Context: an optimization exercise on an open-source flow, tuned for small area and a short achievable clock period. The choices shown serve that exercise and are no tape-out recipe. Function not checked in this run: the RTL went through the layout flow alone. Power figures rest on the tool's default switching activity, not on a simulated workload.

`design.v`:
```
module mul16lo(input [15:0] a, input [15:0] b, output [15:0] p);
  wire pp0_0 = a[0] & b[0];
  wire pp0_1 = a[1] & b[0];
  wire pp0_2 = a[2] & b[0];
  wire pp0_3 = a[3] & b[0];
  wire pp0_4 = a[4] & b[0];
  wire pp0_5 = a[5] & b[0];
  wire pp0_6 = a[6] & b[0];
  wire pp0_7 = a[7] & b[0];
  wire pp0_8 = a[8] & b[0];
  wire pp0_9 = a[9] & b[0];
  wire pp0_10 = a[10] & b[0];
  wire pp0_11 = a[11] & b[0];
  wire pp0_12 = a[12] & b[0];
  wire pp0_13 = a[13] & b[0];
  wire pp0_14 = a[14] & b[0];
  wire pp0_15 = a[15] & b[0];
  wire pp1_0 = a[0] & b[1];
  wire pp1_1 = a[1] & b[1];
  wire pp1_2 = a[2] & b[1];
  wire pp1_3 = a[3] & b[1];
  wire pp1_4 = a[4] & b[1];
  wire pp1_5 = a[5] & b[1];
  wire pp1_6 = a[6] & b[1];
  wire pp1_7 = a[7] & b[1];
  wire pp1_8 = a[8] & b[1];
  wire pp1_9 = a[9] & b[1];
  wire pp1_10 = a[10] & b[1];
  wire pp1_11 = a[11] & b[1];
  wire pp1_12 = a[12] & b[1];
  wire pp1_13 = a[13] & b[1];
  wire pp1_14 = a[14] & b[1];
  wire pp2_0 = a[0] & b[2];
  wire pp2_1 = a[1] & b[2];
  wire pp2_2 = a[2] & b[2];
  wire pp2_3 = a[3] & b[2];
  wire pp2_4 = a[4] & b[2];
  wire pp2_5 = a[5] & b[2];
  wire pp2_6 = a[6] & b[2];
  wire pp2_7 = a[7] & b[2];
  wire pp2_8 = a[8] & b[2];
  wire pp2_9 = a[9] & b[2];
  wire pp2_10 = a[10] & b[2];
  wire pp2_11 = a[11] & b[2];
  wire pp2_12 = a[12] & b[2];
  wire pp2_13 = a[13] & b[2];
  wire pp3_0 = a[0] & b[3];
  wire pp3_1 = a[1] & b[3];
  wire pp3_2 = a[2] & b[3];
  wire pp3_3 = a[3] & b[3];
  wire pp3_4 = a[4] & b[3];
  wire pp3_5 = a[5] & b[3];
  wire pp3_6 = a[6] & b[3];
  wire pp3_7 = a[7] & b[3];
  wire pp3_8 = a[8] & b[3];
  wire pp3_9 = a[9] & b[3];
  wire pp3_10 = a[10] & b[3];
  wire pp3_11 = a[11] & b[3];
  wire pp3_12 = a[12] & b[3];
  wire pp4_0 = a[0] & b[4];
  wire pp4_1 = a[1] & b[4];
  wire pp4_2 = a[2] & b[4];
  wire pp4_3 = a[3] & b[4];
  wire pp4_4 = a[4] & b[4];
  wire pp4_5 = a[5] & b[4];
  wire pp4_6 = a[6] & b[4];
  wire pp4_7 = a[7] & b[4];
  wire pp4_8 = a[8] & b[4];
  wire pp4_9 = a[9] & b[4];
  wire pp4_10 = a[10] & b[4];
  wire pp4_11 = a[11] & b[4];
  wire pp5_0 = a[0] & b[5];
  wire pp5_1 = a[1] & b[5];
  wire pp5_2 = a[2] & b[5];
  wire pp5_3 = a[3] & b[5];
  wire pp5_4 = a[4] & b[5];
  wire pp5_5 = a[5] & b[5];
  wire pp5_6 = a[6] & b[5];
  wire pp5_7 = a[7] & b[5];
  wire pp5_8 = a[8] & b[5];
  wire pp5_9 = a[9] & b[5];
  wire pp5_10 = a[10] & b[5];
  wire pp6_0 = a[0] & b[6];
  wire pp6_1 = a[1] & b[6];
  wire pp6_2 = a[2] & b[6];
  wire pp6_3 = a[3] & b[6];
  wire pp6_4 = a[4] & b[6];
  wire pp6_5 = a[5] & b[6];
  wire pp6_6 = a[6] & b[6];
  wire pp6_7 = a[7] & b[6];
  wire pp6_8 = a[8] & b[6];
  wire pp6_9 = a[9] & b[6];
  wire pp7_0 = a[0] & b[7];
  wire pp7_1 = a[1] & b[7];
  wire pp7_2 = a[2] & b[7];
  wire pp7_3 = a[3] & b[7];
  wire pp7_4 = a[4] & b[7];
  wire pp7_5 = a[5] & b[7];
  wire pp7_6 = a[6] & b[7];
  wire pp7_7 = a[7] & b[7];
  wire pp7_8 = a[8] & b[7];
  wire pp8_0 = a[0] & b[8];
  wire pp8_1 = a[1] & b[8];
  wire pp8_2 = a[2] & b[8];
  wire pp8_3 = a[3] & b[8];
  wire pp8_4 = a[4] & b[8];
  wire pp8_5 = a[5] & b[8];
  wire pp8_6 = a[6] & b[8];
  wire pp8_7 = a[7] & b[8];
  wire pp9_0 = a[0] & b[9];
  wire pp9_1 = a[1] & b[9];
  wire pp9_2 = a[2] & b[9];
  wire pp9_3 = a[3] & b[9];
  wire pp9_4 = a[4] & b[9];
  wire pp9_5 = a[5] & b[9];
  wire pp9_6 = a[6] & b[9];
  wire pp10_0 = a[0] & b[10];
  wire pp10_1 = a[1] & b[10];
  wire pp10_2 = a[2] & b[10];
  wire pp10_3 = a[3] & b[10];
  wire pp10_4 = a[4] & b[10];
  wire pp10_5 = a[5] & b[10];
  wire pp11_0 = a[0] & b[11];
  wire pp11_1 = a[1] & b[11];
  wire pp11_2 = a[2] & b[11];
  wire pp11_3 = a[3] & b[11];
  wire pp11_4 = a[4] & b[11];
  wire pp12_0 = a[0] & b[12];
  wire pp12_1 = a[1] & b[12];
  wire pp12_2 = a[2] & b[12];
  wire pp12_3 = a[3] & b[12];
  wire pp13_0 = a[0] & b[13];
  wire pp13_1 = a[1] & b[13];
  wire pp13_2 = a[2] & b[13];
  wire pp14_0 = a[0] & b[14];
  wire pp14_1 = a[1] & b[14];
  wire pp15_0 = a[0] & b[15];
  wire s0, c0;
  assign s0 = pp0_2 ^ pp1_1;
  assign c0 = pp0_2 & pp1_1;
  wire s1, c1;
  assign s1 = pp0_3 ^ pp1_2 ^ pp2_1;
  assign c1 = (pp0_3 & pp1_2) | (pp0_3 & pp2_1) | (pp1_2 & pp2_1);
  wire s2, c2;
  assign s2 = pp3_0 ^ c0;
  assign c2 = pp3_0 & c0;
  wire s3, c3;
  assign s3 = pp0_4 ^ pp1_3 ^ pp2_2;
  assign c3 = (pp0_4 & pp1_3) | (pp0_4 & pp2_2) | (pp1_3 & pp2_2);
  wire s4, c4;
  assign s4 = pp3_1 ^ pp4_0 ^ c2;
  assign c4 = (pp3_1 & pp4_0) | (pp3_1 & c2) | (pp4_0 & c2);
  wire s5, c5;
  assign s5 = c1 ^ s3;
  assign c5 = c1 & s3;
  wire s6, c6;
  assign s6 = pp0_5 ^ pp1_4 ^ pp2_3;
  assign c6 = (pp0_5 & pp1_4) | (pp0_5 & pp2_3) | (pp1_4 & pp2_3);
  wire s7, c7;
  assign s7 = pp3_2 ^ pp4_1 ^ pp5_0;
  assign c7 = (pp3_2 & pp4_1) | (pp3_2 & pp5_0) | (pp4_1 & pp5_0);
  wire s8, c8;
  assign s8 = c3 ^ s6 ^ s7;
  assign c8 = (c3 & s6) | (c3 & s7) | (s6 & s7);
  wire s9, c9;
  assign s9 = c5 ^ c4;
  assign c9 = c5 & c4;
  wire s10, c10;
  assign s10 = pp0_6 ^ pp1_5 ^ pp2_4;
  assign c10 = (pp0_6 & pp1_5) | (pp0_6 & pp2_4) | (pp1_5 & pp2_4);
  wire s11, c11;
  assign s11 = pp3_3 ^ pp4_2 ^ pp5_1;
  assign c11 = (pp3_3 & pp4_2) | (pp3_3 & pp5_1) | (pp4_2 & pp5_1);
  wire s12, c12;
  assign s12 = pp6_0 ^ c6 ^ c7;
  assign c12 = (pp6_0 & c6) | (pp6_0 & c7) | (c6 & c7);
  wire s13, c13;
  assign s13 = s10 ^ s11 ^ c8;
  assign c13 = (s10 & s11) | (s10 & c8) | (s11 & c8);
  wire s14, c14;
  assign s14 = s12 ^ c9;
  assign c14 = s12 & c9;
  wire s15, c15;
  assign s15 = pp0_7 ^ pp1_6 ^ pp2_5;
  assign c15 = (pp0_7 & pp1_6) | (pp0_7 & pp2_5) | (pp1_6 & pp2_5);
  wire s16, c16;
  assign s16 = pp3_4 ^ pp4_3 ^ pp5_2;
  assign c16 = (pp3_4 & pp4_3) | (pp3_4 & pp5_2) | (pp4_3 & pp5_2);
  wire s17, c17;
  assign s17 = pp6_1 ^ pp7_0 ^ c10;
  assign c17 = (pp6_1 & pp7_0) | (pp6_1 & c10) | (pp7_0 & c10);
  wire s18, c18;
  assign s18 = c11 ^ s15 ^ s16;
  assign c18 = (c11 & s15) | (c11 & s16) | (s15 & s16);
  wire s19, c19;
  assign s19 = c12 ^ s17 ^ s18;
  assign c19 = (c12 & s17) | (c12 & s18) | (s17 & s18);
  wire s20, c20;
  assign s20 = c14 ^ c13;
  assign c20 = c14 & c13;
  wire s21, c21;
  assign s21 = pp0_8 ^ pp1_7 ^ pp2_6;
  assign c21 = (pp0_8 & pp1_7) | (pp0_8 & pp2_6) | (pp1_7 & pp2_6);
  wire s22, c22;
  assign s22 = pp3_5 ^ pp4_4 ^ pp5_3;
  assign c22 = (pp3_5 & pp4_4) | (pp3_5 & pp5_3) | (pp4_4 & pp5_3);
  wire s23, c23;
  assign s23 = pp6_2 ^ pp7_1 ^ pp8_0;
  assign c23 = (pp6_2 & pp7_1) | (pp6_2 & pp8_0) | (pp7_1 & pp8_0);
  wire s24, c24;
  assign s24 = c15 ^ c16 ^ s21;
  assign c24 = (c15 & c16) | (c15 & s21) | (c16 & s21);
  wire s25, c25;
  assign s25 = s22 ^ s23 ^ c17;
  assign c25 = (s22 & s23) | (s22 & c17) | (s23 & c17);
  wire s26, c26;
  assign s26 = c18 ^ s24 ^ s25;
  assign c26 = (c18 & s24) | (c18 & s25) | (s24 & s25);
  wire s27, c27;
  assign s27 = c19 ^ c20;
  assign c27 = c19 & c20;
  wire s28, c28;
  assign s28 = pp0_9 ^ pp1_8 ^ pp2_7;
  assign c28 = (pp0_9 & pp1_8) | (pp0_9 & pp2_7) | (pp1_8 & pp2_7);
  wire s29, c29;
  assign s29 = pp3_6 ^ pp4_5 ^ pp5_4;
  assign c29 = (pp3_6 & pp4_5) | (pp3_6 & pp5_4) | (pp4_5 & pp5_4);
  wire s30, c30;
  assign s30 = pp6_3 ^ pp7_2 ^ pp8_1;
  assign c30 = (pp6_3 & pp7_2) | (pp6_3 & pp8_1) | (pp7_2 & pp8_1);
  wire s31, c31;
  assign s31 = pp9_0 ^ c21 ^ c22;
  assign c31 = (pp9_0 & c21) | (pp9_0 & c22) | (c21 & c22);
  wire s32, c32;
  assign s32 = c23 ^ s28 ^ s29;
  assign c32 = (c23 & s28) | (c23 & s29) | (s28 & s29);
  wire s33, c33;
  assign s33 = s30 ^ c24 ^ s31;
  assign c33 = (s30 & c24) | (s30 & s31) | (c24 & s31);
  wire s34, c34;
  assign s34 = s32 ^ c25 ^ s33;
  assign c34 = (s32 & c25) | (s32 & s33) | (c25 & s33);
  wire s35, c35;
  assign s35 = c27 ^ c26;
  assign c35 = c27 & c26;
  wire s36, c36;
  assign s36 = pp0_10 ^ pp10_0 ^ pp1_9;
  assign c36 = (pp0_10 & pp10_0) | (pp0_10 & pp1_9) | (pp10_0 & pp1_9);
  wire s37, c37;
  assign s37 = pp2_8 ^ pp3_7 ^ pp4_6;
  assign c37 = (pp2_8 & pp3_7) | (pp2_8 & pp4_6) | (pp3_7 & pp4_6);
  wire s38, c38;
  assign s38 = pp5_5 ^ pp6_4 ^ pp7_3;
  assign c38 = (pp5_5 & pp6_4) | (pp5_5 & pp7_3) | (pp6_4 & pp7_3);
  wire s39, c39;
  assign s39 = pp8_2 ^ pp9_1 ^ c28;
  assign c39 = (pp8_2 & pp9_1) | (pp8_2 & c28) | (pp9_1 & c28);
  wire s40, c40;
  assign s40 = c29 ^ c30 ^ s36;
  assign c40 = (c29 & c30) | (c29 & s36) | (c30 & s36);
  wire s41, c41;
  assign s41 = s37 ^ s38 ^ c31;
  assign c41 = (s37 & s38) | (s37 & c31) | (s38 & c31);
  wire s42, c42;
  assign s42 = c32 ^ s39 ^ s40;
  assign c42 = (c32 & s39) | (c32 & s40) | (s39 & s40);
  wire s43, c43;
  assign s43 = c33 ^ s41 ^ s42;
  assign c43 = (c33 & s41) | (c33 & s42) | (s41 & s42);
  wire s44, c44;
  assign s44 = c34 ^ s43;
  assign c44 = c34 & s43;
  wire s45, c45;
  assign s45 = pp0_11 ^ pp10_1 ^ pp11_0;
  assign c45 = (pp0_11 & pp10_1) | (pp0_11 & pp11_0) | (pp10_1 & pp11_0);
  wire s46, c46;
  assign s46 = pp1_10 ^ pp2_9 ^ pp3_8;
  assign c46 = (pp1_10 & pp2_9) | (pp1_10 & pp3_8) | (pp2_9 & pp3_8);
  wire s47, c47;
  assign s47 = pp4_7 ^ pp5_6 ^ pp6_5;
  assign c47 = (pp4_7 & pp5_6) | (pp4_7 & pp6_5) | (pp5_6 & pp6_5);
  wire s48, c48;
  assign s48 = pp7_4 ^ pp8_3 ^ pp9_2;
  assign c48 = (pp7_4 & pp8_3) | (pp7_4 & pp9_2) | (pp8_3 & pp9_2);
  wire s49, c49;
  assign s49 = c36 ^ c37 ^ c38;
  assign c49 = (c36 & c37) | (c36 & c38) | (c37 & c38);
  wire s50, c50;
  assign s50 = s45 ^ s46 ^ s47;
  assign c50 = (s45 & s46) | (s45 & s47) | (s46 & s47);
  wire s51, c51;
  assign s51 = s48 ^ c39 ^ c40;
  assign c51 = (s48 & c39) | (s48 & c40) | (c39 & c40);
  wire s52, c52;
  assign s52 = s49 ^ s50 ^ c41;
  assign c52 = (s49 & s50) | (s49 & c41) | (s50 & c41);
  wire s53, c53;
  assign s53 = c42 ^ s51 ^ s52;
  assign c53 = (c42 & s51) | (c42 & s52) | (s51 & s52);
  wire s54, c54;
  assign s54 = c43 ^ c44;
  assign c54 = c43 & c44;
  wire s55, c55;
  assign s55 = pp0_12 ^ pp10_2 ^ pp11_1;
  assign c55 = (pp0_12 & pp10_2) | (pp0_12 & pp11_1) | (pp10_2 & pp11_1);
  wire s56, c56;
  assign s56 = pp12_0 ^ pp1_11 ^ pp2_10;
  assign c56 = (pp12_0 & pp1_11) | (pp12_0 & pp2_10) | (pp1_11 & pp2_10);
  wire s57, c57;
  assign s57 = pp3_9 ^ pp4_8 ^ pp5_7;
  assign c57 = (pp3_9 & pp4_8) | (pp3_9 & pp5_7) | (pp4_8 & pp5_7);
  wire s58, c58;
  assign s58 = pp6_6 ^ pp7_5 ^ pp8_4;
  assign c58 = (pp6_6 & pp7_5) | (pp6_6 & pp8_4) | (pp7_5 & pp8_4);
  wire s59, c59;
  assign s59 = pp9_3 ^ c45 ^ c46;
  assign c59 = (pp9_3 & c45) | (pp9_3 & c46) | (c45 & c46);
  wire s60, c60;
  assign s60 = c47 ^ c48 ^ s55;
  assign c60 = (c47 & c48) | (c47 & s55) | (c48 & s55);
  wire s61, c61;
  assign s61 = s56 ^ s57 ^ s58;
  assign c61 = (s56 & s57) | (s56 & s58) | (s57 & s58);
  wire s62, c62;
  assign s62 = c49 ^ c50 ^ s59;
  assign c62 = (c49 & c50) | (c49 & s59) | (c50 & s59);
  wire s63, c63;
  assign s63 = s60 ^ s61 ^ c51;
  assign c63 = (s60 & s61) | (s60 & c51) | (s61 & c51);
  wire s64, c64;
  assign s64 = s62 ^ c52 ^ s63;
  assign c64 = (s62 & c52) | (s62 & s63) | (c52 & s63);
  wire s65, c65;
  assign s65 = c53 ^ c54;
  assign c65 = c53 & c54;
  wire s66, c66;
  assign s66 = pp0_13 ^ pp10_3 ^ pp11_2;
  assign c66 = (pp0_13 & pp10_3) | (pp0_13 & pp11_2) | (pp10_3 & pp11_2);
  wire s67, c67;
  assign s67 = pp12_1 ^ pp13_0 ^ pp1_12;
  assign c67 = (pp12_1 & pp13_0) | (pp12_1 & pp1_12) | (pp13_0 & pp1_12);
  wire s68, c68;
  assign s68 = pp2_11 ^ pp3_10 ^ pp4_9;
  assign c68 = (pp2_11 & pp3_10) | (pp2_11 & pp4_9) | (pp3_10 & pp4_9);
  wire s69, c69;
  assign s69 = pp5_8 ^ pp6_7 ^ pp7_6;
  assign c69 = (pp5_8 & pp6_7) | (pp5_8 & pp7_6) | (pp6_7 & pp7_6);
  wire s70, c70;
  assign s70 = pp8_5 ^ pp9_4 ^ c55;
  assign c70 = (pp8_5 & pp9_4) | (pp8_5 & c55) | (pp9_4 & c55);
  wire s71, c71;
  assign s71 = c56 ^ c57 ^ c58;
  assign c71 = (c56 & c57) | (c56 & c58) | (c57 & c58);
  wire s72, c72;
  assign s72 = s66 ^ s67 ^ s68;
  assign c72 = (s66 & s67) | (s66 & s68) | (s67 & s68);
  wire s73, c73;
  assign s73 = s69 ^ c59 ^ c60;
  assign c73 = (s69 & c59) | (s69 & c60) | (c59 & c60);
  wire s74, c74;
  assign s74 = c61 ^ s70 ^ s71;
  assign c74 = (c61 & s70) | (c61 & s71) | (s70 & s71);
  wire s75, c75;
  assign s75 = s72 ^ c62 ^ s73;
  assign c75 = (s72 & c62) | (s72 & s73) | (c62 & s73);
  wire s76, c76;
  assign s76 = s74 ^ c63 ^ s75;
  assign c76 = (s74 & c63) | (s74 & s75) | (c63 & s75);
  wire s77, c77;
  assign s77 = c64 ^ s76;
  assign c77 = c64 & s76;
  wire s78, c78;
  assign s78 = pp0_14 ^ pp10_4 ^ pp11_3;
  assign c78 = (pp0_14 & pp10_4) | (pp0_14 & pp11_3) | (pp10_4 & pp11_3);
  wire s79, c79;
  assign s79 = pp12_2 ^ pp13_1 ^ pp14_0;
  assign c79 = (pp12_2 & pp13_1) | (pp12_2 & pp14_0) | (pp13_1 & pp14_0);
  wire s80, c80;
  assign s80 = pp1_13 ^ pp2_12 ^ pp3_11;
  assign c80 = (pp1_13 & pp2_12) | (pp1_13 & pp3_11) | (pp2_12 & pp3_11);
  wire s81, c81;
  assign s81 = pp4_10 ^ pp5_9 ^ pp6_8;
  assign c81 = (pp4_10 & pp5_9) | (pp4_10 & pp6_8) | (pp5_9 & pp6_8);
  wire s82, c82;
  assign s82 = pp7_7 ^ pp8_6 ^ pp9_5;
  assign c82 = (pp7_7 & pp8_6) | (pp7_7 & pp9_5) | (pp8_6 & pp9_5);
  wire s83, c83;
  assign s83 = c66 ^ c67 ^ c68;
  assign c83 = (c66 & c67) | (c66 & c68) | (c67 & c68);
  wire s84, c84;
  assign s84 = c69 ^ s78 ^ s79;
  assign c84 = (c69 & s78) | (c69 & s79) | (s78 & s79);
  wire s85, c85;
  assign s85 = s80 ^ s81 ^ s82;
  assign c85 = (s80 & s81) | (s80 & s82) | (s81 & s82);
  wire s86, c86;
  assign s86 = c70 ^ c71 ^ c72;
  assign c86 = (c70 & c71) | (c70 & c72) | (c71 & c72);
  wire s87, c87;
  assign s87 = s83 ^ s84 ^ s85;
  assign c87 = (s83 & s84) | (s83 & s85) | (s84 & s85);
  wire s88, c88;
  assign s88 = c73 ^ c74 ^ s86;
  assign c88 = (c73 & c74) | (c73 & s86) | (c74 & s86);
  wire s89, c89;
  assign s89 = s87 ^ c75 ^ s88;
  assign c89 = (s87 & c75) | (s87 & s88) | (c75 & s88);
  wire s90, c90;
  assign s90 = c76 ^ s89;
  assign c90 = c76 & s89;
  wire s91, c91;
  assign s91 = pp0_15 ^ pp10_5 ^ pp11_4;
  wire s92, c92;
  assign s92 = pp12_3 ^ pp13_2 ^ pp14_1;
  wire s93, c93;
  assign s93 = pp15_0 ^ pp1_14 ^ pp2_13;
  wire s94, c94;
  assign s94 = pp3_12 ^ pp4_11 ^ pp5_10;
  wire s95, c95;
  assign s95 = pp6_9 ^ pp7_8 ^ pp8_7;
  wire s96, c96;
  assign s96 = pp9_6 ^ c78 ^ c79;
  wire s97, c97;
  assign s97 = c80 ^ c81 ^ c82;
  wire s98, c98;
  assign s98 = s91 ^ s92 ^ s93;
  wire s99, c99;
  assign s99 = s94 ^ s95 ^ c83;
  wire s100, c100;
  assign s100 = c84 ^ c85 ^ s96;
  wire s101, c101;
  assign s101 = s97 ^ s98 ^ c86;
  wire s102, c102;
  assign s102 = s99 ^ c87 ^ s100;
  wire s103, c103;
  assign s103 = c88 ^ s101 ^ s102;
  wire s104, c104;
  assign s104 = c89 ^ s103;
  wire [15:0] x = {c90, c77, c65, s64, s53, c35, s34, s27, s19, s14, s8, s5, s2, pp2_0, pp0_1, pp0_0};
  wire [15:0] y = {s104, s90, s77, s65, s54, s44, s35, s26, s20, s13, s9, s4, s1, s0, pp1_0, 1'b0};
  assign p = x + y;
endmodule
`timescale 1ns / 1ps
module Main(
	input clk,
	input reset,
	input start_button,
	input axis_valid,
	input [15:0]axis_value,
	input [15:0]mem_rdata,
	output mem_en,
	output mem_we,
	output [14:0]mem_addr,
	output [15:0]mem_wdata,
	output [15:0]led_value
	);
	reg [1:0] st;
	reg [15:0] ir;
	reg [15:0] opA, opB;
	reg [14:0] ad;
	reg [14:0] pc;
	reg fc, fg, fe;             
	reg [255:0] rf;             
	reg [15:0] led;
	wire s01 = (st == 2'b01);
	wire s10 = (st == 2'b10);
	wire s11 = (st == 2'b11);
	always @(posedge clk) begin
		if (reset) st <= 2'b00;
		else st <= st + 2'b01;
	end
	always @(posedge clk) begin
		if (reset) ir <= 16'h0000;
		else if (s01) ir <= mem_rdata;
	end
	function f_is_i(input [3:0] o);
		f_is_i = (o == 4'b0101) | (o == 4'b0110) | (o == 4'b1001) | (o == 4'b1011) |
		         (o == 4'b0001) | (o == 4'b0010) | (o == 4'b0011) | (o == 4'b1110);
	endfunction
	wire [3:0] opc = ir[15:12];
	wire [3:0] fn  = ir[7:4];
	wire [3:0] rd  = ir[11:8];
	wire [3:0] rs  = ir[3:0];
	wire is_r   = (opc == 4'b0000);
	wire is_i   = f_is_i(opc);
	wire is_ls  = (opc == 4'b0100);
	wire is_st  = is_ls & (fn == 4'b0100);
	wire is_jmp = is_ls & (fn == 4'b1100);
	wire is_ld  = is_ls & ~is_st & ~is_jmp;
	wire is_br  = (opc == 4'b1100);
	wire [3:0] op = is_r ? fn : (is_i ? opc : 4'b0000);
	wire op_add  = (op == 4'b0101) | (op == 4'b0110);
	wire op_addc = (op == 4'b0111) | (op == 4'b0001);
	wire op_sub  = (op == 4'b1001);
	wire op_cmp  = (op == 4'b1011);
	wire op_cmpu = (op == 4'b1000);
	wire op_and  = (op == 4'b1111);
	wire op_or   = (op == 4'b0010);
	wire op_xor  = (op == 4'b0011);
	wire op_not  = (op == 4'b1010);
	wire op_lsh  = (op == 4'b0100);
	wire op_mul  = (op == 4'b1110);
	wire op_zero = (op == 4'b1101);
	wire op_wr = op_add | op_addc | op_sub | op_and | op_or | op_xor | op_not | op_lsh | op_mul | op_zero;
	function [15:0] f_imm(input [15:0] w);
		f_imm = {(w[15:12] == 4'b0110) ? 8'h00 : {8{w[7]}}, w[7:0]};
	endfunction
	wire [15:0] A = opA;
	wire [15:0] B = opB;
	wire inv = op_sub | op_cmp | op_cmpu | op_not;
	wire cin = (op_sub | op_cmp | op_cmpu) | (op_addc & fc);
	wire [15:0] Bx = (op_not ? 16'h0000 : B) ^ {16{inv}};
	wire [15:0] px = A ^ Bx;                 
	wire [16:0] s17 = {1'b0, A} + {1'b0, Bx} + {16'h0000, cin};
	wire [15:0] sum = s17[15:0];
	wire cout = s17[16];
	wire c15 = sum[15] ^ A[15] ^ Bx[15];     
	wire eq = &px;                           
	wire ge_s = (~A[15] & B[15]) | (~A[15] & c15) | (B[15] & c15);
	wire [15:0] prod;
	mul16lo mul (.a(A), .b(B), .p(prod));
	wire nr = ~reset;
	wire sel_sum  = nr & s10 & (op_add | op_addc | op_sub);
	wire sel_and  = nr & s10 & op_and;
	wire sel_or   = nr & s10 & op_or;
	wire sel_x    = nr & s10 & (op_xor | op_not);
	wire sel_prod = nr & s10 & (op_lsh | op_mul);
	wire sel_ir   = nr & s10 & is_ld;
	wire sel_mem  = nr & s11;
	wire [15:0] result =
		({16{sel_sum}} & sum) |
		({16{sel_and}} & (A & B)) |
		({16{sel_or}}  & (A | B)) |
		({16{sel_x}}   & px) |
		({16{sel_prod}} & prod);
	wire nfc = (op_add | op_addc) ? cout : (op_sub ? ~cout : fc);
	wire nfg = op_cmp ? (ge_s & ~eq) : (op_cmpu ? (cout & ~eq) : fg);
	wire nfe = (op_cmp | op_cmpu) ? eq : fe;
	always @(posedge clk) begin
		if (reset) begin
			fc <= 1'b0; fg <= 1'b0; fe <= 1'b0;
		end else begin
			fc <= nfc; fg <= nfg; fe <= nfe;
		end
	end
	wire we = (s10 & (op_wr | is_ld)) | (s11 & is_ld);
	wire [15:0] wd = result | ({16{sel_ir}} & ir) | ({16{sel_mem}} & mem_rdata);
	wire [3:0] ra = mem_rdata[11:8];
	wire [3:0] rb = mem_rdata[3:0];
	wire [15:0] pa = rf[16*ra +: 16];
	wire [15:0] pb = rf[16*rb +: 16];
	genvar g;
	generate for (g = 0; g < 16; g = g + 1) begin : regs
		wire wsel = we & (rd == g);
		if (g == 0) begin : r0
			always @(posedge clk)
				if (axis_valid | wsel | reset) rf[15:0] <= axis_valid ? axis_value : wd;
		end else begin : rn
			always @(posedge clk)
				if (wsel | reset) rf[16*g +: 16] <= wd;
		end
	end endgenerate
	always @(posedge clk) led <= rf[255:240];
	wire axA = axis_valid & (s01 ? (ra == 4'd0) : (rd == 4'd0));
	wire axB = axis_valid & (s01 ? (rb == 4'd0) : (rs == 4'd0));
	wire [15:0] nb = axB ? axis_value : pb;
	wire n_r   = (mem_rdata[15:12] == 4'b0000);
	wire n_lsh = n_r & (mem_rdata[7:4] == 4'b0100);
	wire n_i   = f_is_i(mem_rdata[15:12]);
	wire [15:0] n_sh = (nb[15:4] != 12'd0) ? 16'h0000 : (16'h0001 << nb[3:0]);
	always @(posedge clk) begin
		if (axA) opA <= axis_value;
		else if (s01) opA <= pa;
		else if (we) opA <= wd;
		if (s01) ad <= nb[14:0];
		else if (axB) ad <= axis_value[14:0];
		else if (we & (rs == rd)) ad <= wd[14:0];
		if (s01) opB <= n_i ? f_imm(mem_rdata) : (n_lsh ? n_sh : nb);
		else if (~is_i) begin
			if (axB) opB <= axis_value;
			else if (we & (rs == rd)) opB <= wd;
		end
	end
	reg cond;
	always @* begin
		case (rd)
			4'b0000: cond = 1'b1;
			4'b0001: cond = fc;
			4'b0010: cond = fg;
			4'b0011: cond = fe;
			4'b0100: cond = start_button;
			default: cond = 1'b0;
		endcase
	end
	wire pc_zero = (pc == 15'd0);
	wire take = is_br & cond & ~pc_zero;
	wire [14:0] pc_next = pc + (take ? {{7{ir[7]}}, ir[7:0]} : 15'd1);
	always @(posedge clk) begin
		if (reset) pc <= 15'd0;
		else if (s11) pc <= (is_jmp & cond) ? ad : pc_next;
	end
	assign mem_en = ~s10 | (is_ls & ~is_jmp);
	assign mem_we = s10 & is_st;
	assign mem_addr = st[1] ? ad : pc;
	assign mem_wdata = opA;
	assign led_value = led;
endmodule
```
`flow/run.sh`:
```
#!/bin/bash
# The standard layout (standard.sh), with plain buf_2 cells instead of
# delay buffers as the port buffers, and timing repair aimed at 6 ns of
# setup slack. Full tool output goes to standard.log.
export BUFFER_PORTS_ARGS="-buffer_cell sky130_fd_sc_hd__buf_2"
export SETUP_SLACK_MARGIN=6
bash standard.sh finish > standard.log 2>&1
status=$?
tail -n 5 standard.log
exit $status
```
`standard.sh`:
```
#!/bin/bash
# synth_recipe.tcl (not shown) runs the flow's synth.tcl, then flattens the netlist and writes it again
# the make line also repeats each setting of config.mk as NAME=value (left out here)
make -C /OpenROAD-flow-scripts/flow DESIGN_CONFIG=/design/flow/config.mk WORK_HOME=/design/flow/orfs CLKGATE_MAP_FILE= SYNTH_SCRIPT=/design/flow/synth_recipe.tcl "${@:-finish}"
```
`config.mk`:
```
export PLATFORM = sky130hd
export DESIGN_NAME = Main
export DESIGN_NICKNAME = Main
export VERILOG_FILES = /design/flow/design.v
export SDC_FILE = /design/flow/constraint.sdc
export NUM_CORES = 4
export LEC_CHECK = 0
export CAP_MARGIN = 20
export CORE_MARGIN = 2
export CORE_UTILIZATION = 60
export CTS_BUF_LIST = sky130_fd_sc_hd__clkbuf_4 sky130_fd_sc_hd__clkbuf_8
export CTS_CLUSTER_DIAMETER = 60
export CTS_CLUSTER_SIZE = 16
export SLEW_MARGIN = 20
```
`constraint.sdc`:
```
create_clock -name core_clock -period 11.0 [get_ports {clk}]
set_input_delay 2.2000 -clock core_clock [delete_from_list [all_inputs] [get_ports {clk}]]
set_output_delay 2.2000 -clock core_clock [all_outputs]
set_load 0.01 [all_outputs]
```
==> out/qor.txt <==
Core Region -> 38470 um2
Seq/Total Area, Yosys -> 0.4351
Sw Pwr -> 3324 uW
Syn Area/Cell -> 12.16 um2
H-tree levels -> 2
Max cap viols -> 0
Overall Power -> 7889 uW
Total grt overflow -> 0
Worst EP required -> 11.38 ns
Drt drc -> 0
Post-synth EDFFs -> 303
Clock power frac -> 0.116
Sw Share -> 0.4214
Remaining antenna violation count -> 0
Clock Tree Buf Depth -> 3
Peak supply drop -> 0.0007083 V
P_int -> 4565 uW
HP Class -> flop to flop
Final setup fails -> 0
Cell row count -> 72
Final hold violation count -> 0
Vias in the first global route -> 17.42k
RSZ-0062 raised after global routing -> true
Final Core Density -> 0.7061
Worst-margin pin slew -> 0.8815 ns
Hold-fix buffers, CTS -> 0
Final slew viol count -> 0
Endpoint class of the critical path -> flop
Syn Inst Count -> 1916
Dpl hpwl -> 47850 um
Routability cong. -> 0.9762
Critical path type -> flop to flop
Synth top area cells -> edfxtp_1 (39%), mux4_2 (14%), fa_1 (7.0%)
Sink Count -> 355
Setup tns final -> 0 ns
Vias post-DR -> 17.79k
Clk_skew -> 0.04525 ns
FFs w/ async S/R, synth -> 0
Yosys top cell area share -> 0.3904
Clock buffer count from CTS -> 34
WHS -> 0.4172 ns
ANT cells -> 0
Worst setup SP type -> flop
Synth Register Bits -> 355
Die Area -> 40430 um2
Final wirelength -> 73980 um
Syn nets -> 2094
Hold Startpoint -> rf[240]
Area leader, netlist -> edfxtp_1
Fmax -> 185.8 MHz
Initial Utilization -> 0.6058
Distinct cells, synth -> 86
IO Port Bufs -> 84
# IOs -> 85
Area delta synth->final -> 16.55%
Largest net degree at the start of global routing -> 65
First-pass GRT wire length -> 110200 um
Data arrival, critical path -> 5.77 ns
Syn Std Cell Area -> 23300 um2
Critical path origin -> opA[8]
Initial antenna violation count -> 0
Final net count -> 2252
Setup slack at placement -> 4.653 ns
GRT Total Usage -> 0.3667
Layout cell share with drive strength beyond 1 -> 0.3155
Root buf cell -> clkbuf_8
Period utilisation layout -> 0.4892
Top FF cell, synth -> edfxtp_1
Initial drt markers -> 2311
Leak pwr -> 0.01055 uW
Initial DRT Pass Iterations -> 8
Critical R2R Launch -> opA[8]
Minimum clock period -> 5.381 ns
PnR worst setup slack -> 5.619 ns
Crit path max fanout -> 5
Most common cell in the netlist -> edfxtp_1
Commonest cells in the netlist -> edfxtp_1 (303), nand2_1 (165), mux4_2 (146), nor2_1 (132), inv_1 (125)
Wirelength per Cell -> 28.28 um
Later-pin clock latency in the skew report -> 0.63 ns
CTS tree -> yes
Clock transition at path regs -> 0.10 ns
Die height -> 201.1 um
Rel. slew slack -> 0.4047
Die width -> 201.1 um
Synth warn -> 1
Gate power share -> 0.649
DR vias/cell -> 6.800
Outcome -> complete, no violations
P per Cell Area -> 290.5 nW/um2
Register share of total power -> 0.235
[final cells by class]
| type | instances | area [um2] |
|---|---|---|
| clock inverter | 15 | 196.4 |
| inverter | 126 | 486.7 |
| clock buffer | 45 | 563.0 |
| tap | 518 | 648.1 |
| fill | 2763 | 11310 |
| timing repair buffer | 240 | 1974 |
| sequential | 355 | 10150 |
| multi-input combinational | 1317 | 13140 |
[power groups by stage]
stage	Sequential, uW	Clock, uW	Combinational [uW]
final	1850	913	5120
after detailed placement	1940	0	3640
after CTS	1840	920	4420
after global placement	1930	0	3570
after global routing	1870	972	5460
after floorplan	1820	0	2820
[repair_timing]
action                     CTS  global route
resized for setup          116           114
setup endpoints to repair  178           127
setup buffers               86            31
pin swaps                   55            47
gates cloned                 2             2
hold endpoints to repair     0             0
[metrics by stage]
step | instances | area, um2
2_1_floorplan | 1916 | 23570
3_3_place_gp | 2435 | 24430
3_5_place_dp | 2435 | 24430
4_1_cts | 2583 | 26380
5_1_grt | 2616 | 27160
6_report | 2616 | 27160
[critical path: stages (launching register included)]
cell	delay (ns)
edfxtp_1	0.56
inv_1	0.16
nor2_1	0.07
fa_1	0.57
inv_2	0.05
fa_2	0.38
fa_2	0.39
fa_1	0.48
fa_1	0.40
xnor2_1	0.34
xnor2_1	0.20
xnor2_1	0.16
xnor2_1	0.14
xnor3_1	0.45
xnor2_2	0.27
o221ai_4	0.21
mux2_4	0.32
[path summary, 6_finish.rpt]
check / to / slack [ns] / cells past startpoint
max: rf[15] / 5.62 / 16
min: led[0] / 0.42 / 0
max reg2reg: rf[15] / 5.62 / 16
min reg2reg: led[0] / 0.42 / 0
[sequential cells by signal (all words and copies together), names as in the netlist]
name,flops
led,16
ad,15
fe,1
fc,1
opB,16
st,2
opA,16
fg,1
rf,256
ir,16
pc,15
[logic make-up (layout without fill, tap and decap cells)]
| family | Yosys count | count (layout) | share of synthesized area |
|---|---|---|---|
| xor gates and xnor gates | 50 | 50 | 0.01938 |
| muxes | 233 | 233 | 0.1810 |
| buffers and inverters | 244 | 426 | 0.04123 |
| adders and majority gates | 143 | 143 | 0.1031 |
| DFF | 355 | 355 | 0.4351 |
| AOI/OAI and AO/OA | 369 | 369 | 0.1097 |
| and+or+nand+nor | 522 | 522 | 0.1105 |
[routing by layer]
| layer | vias to the layer above | global-route usage | wire [um] |
|---|---|---|---|
| met3 | 204 | 0.06705 | 7098 |
| met2 | 1047 | 0.5754 | 34500 |
| met4 | 0 | 0.1579 | 3543 |
| li1 | 7565 | - | - |
| met1 | 8973 | 0.5080 | 28840 |
| met5 | - | 0 | 0 |
[placed cells by master (no fill, tap or decap), types with 63 or more instances in the layout]
cell type  count
and2_1        77
nand2_1      154
nor2_1       122
inv_1        111
buf_4        111
buf_2         79
a21oi_1       63
edfxtp_1     303
mux4_2       146
fa_1          65

[static timing again, ports no longer ideal]
Ports are ideal in the flow. The routed layout listed here was re-timed in OpenROAD. Step 1, drivers: a clkbuf_16 drives clk and a buf_2 each remaining input, both assumed. Step 2, shift: input delay + t, output delay - t, t = (earliest + latest rising clock arrival at the registers) / 2. This alone moves slack from input paths to output paths. Three values: ideal, step 1, step 2; two values: the first two.
shift t [ns]: 0.667
setup WS [ns]: 5.619 / 5.619 / 5.435
latest minus earliest clock arrival (ns): 0.048 / 0.049
slew at the worst register clock pin (ns): 0.11 / 0.11
After both steps this run still meets setup and hold. For this run, drivers alone change the setup slack by 0.000 ns; drivers and shift together by -0.184 ns.
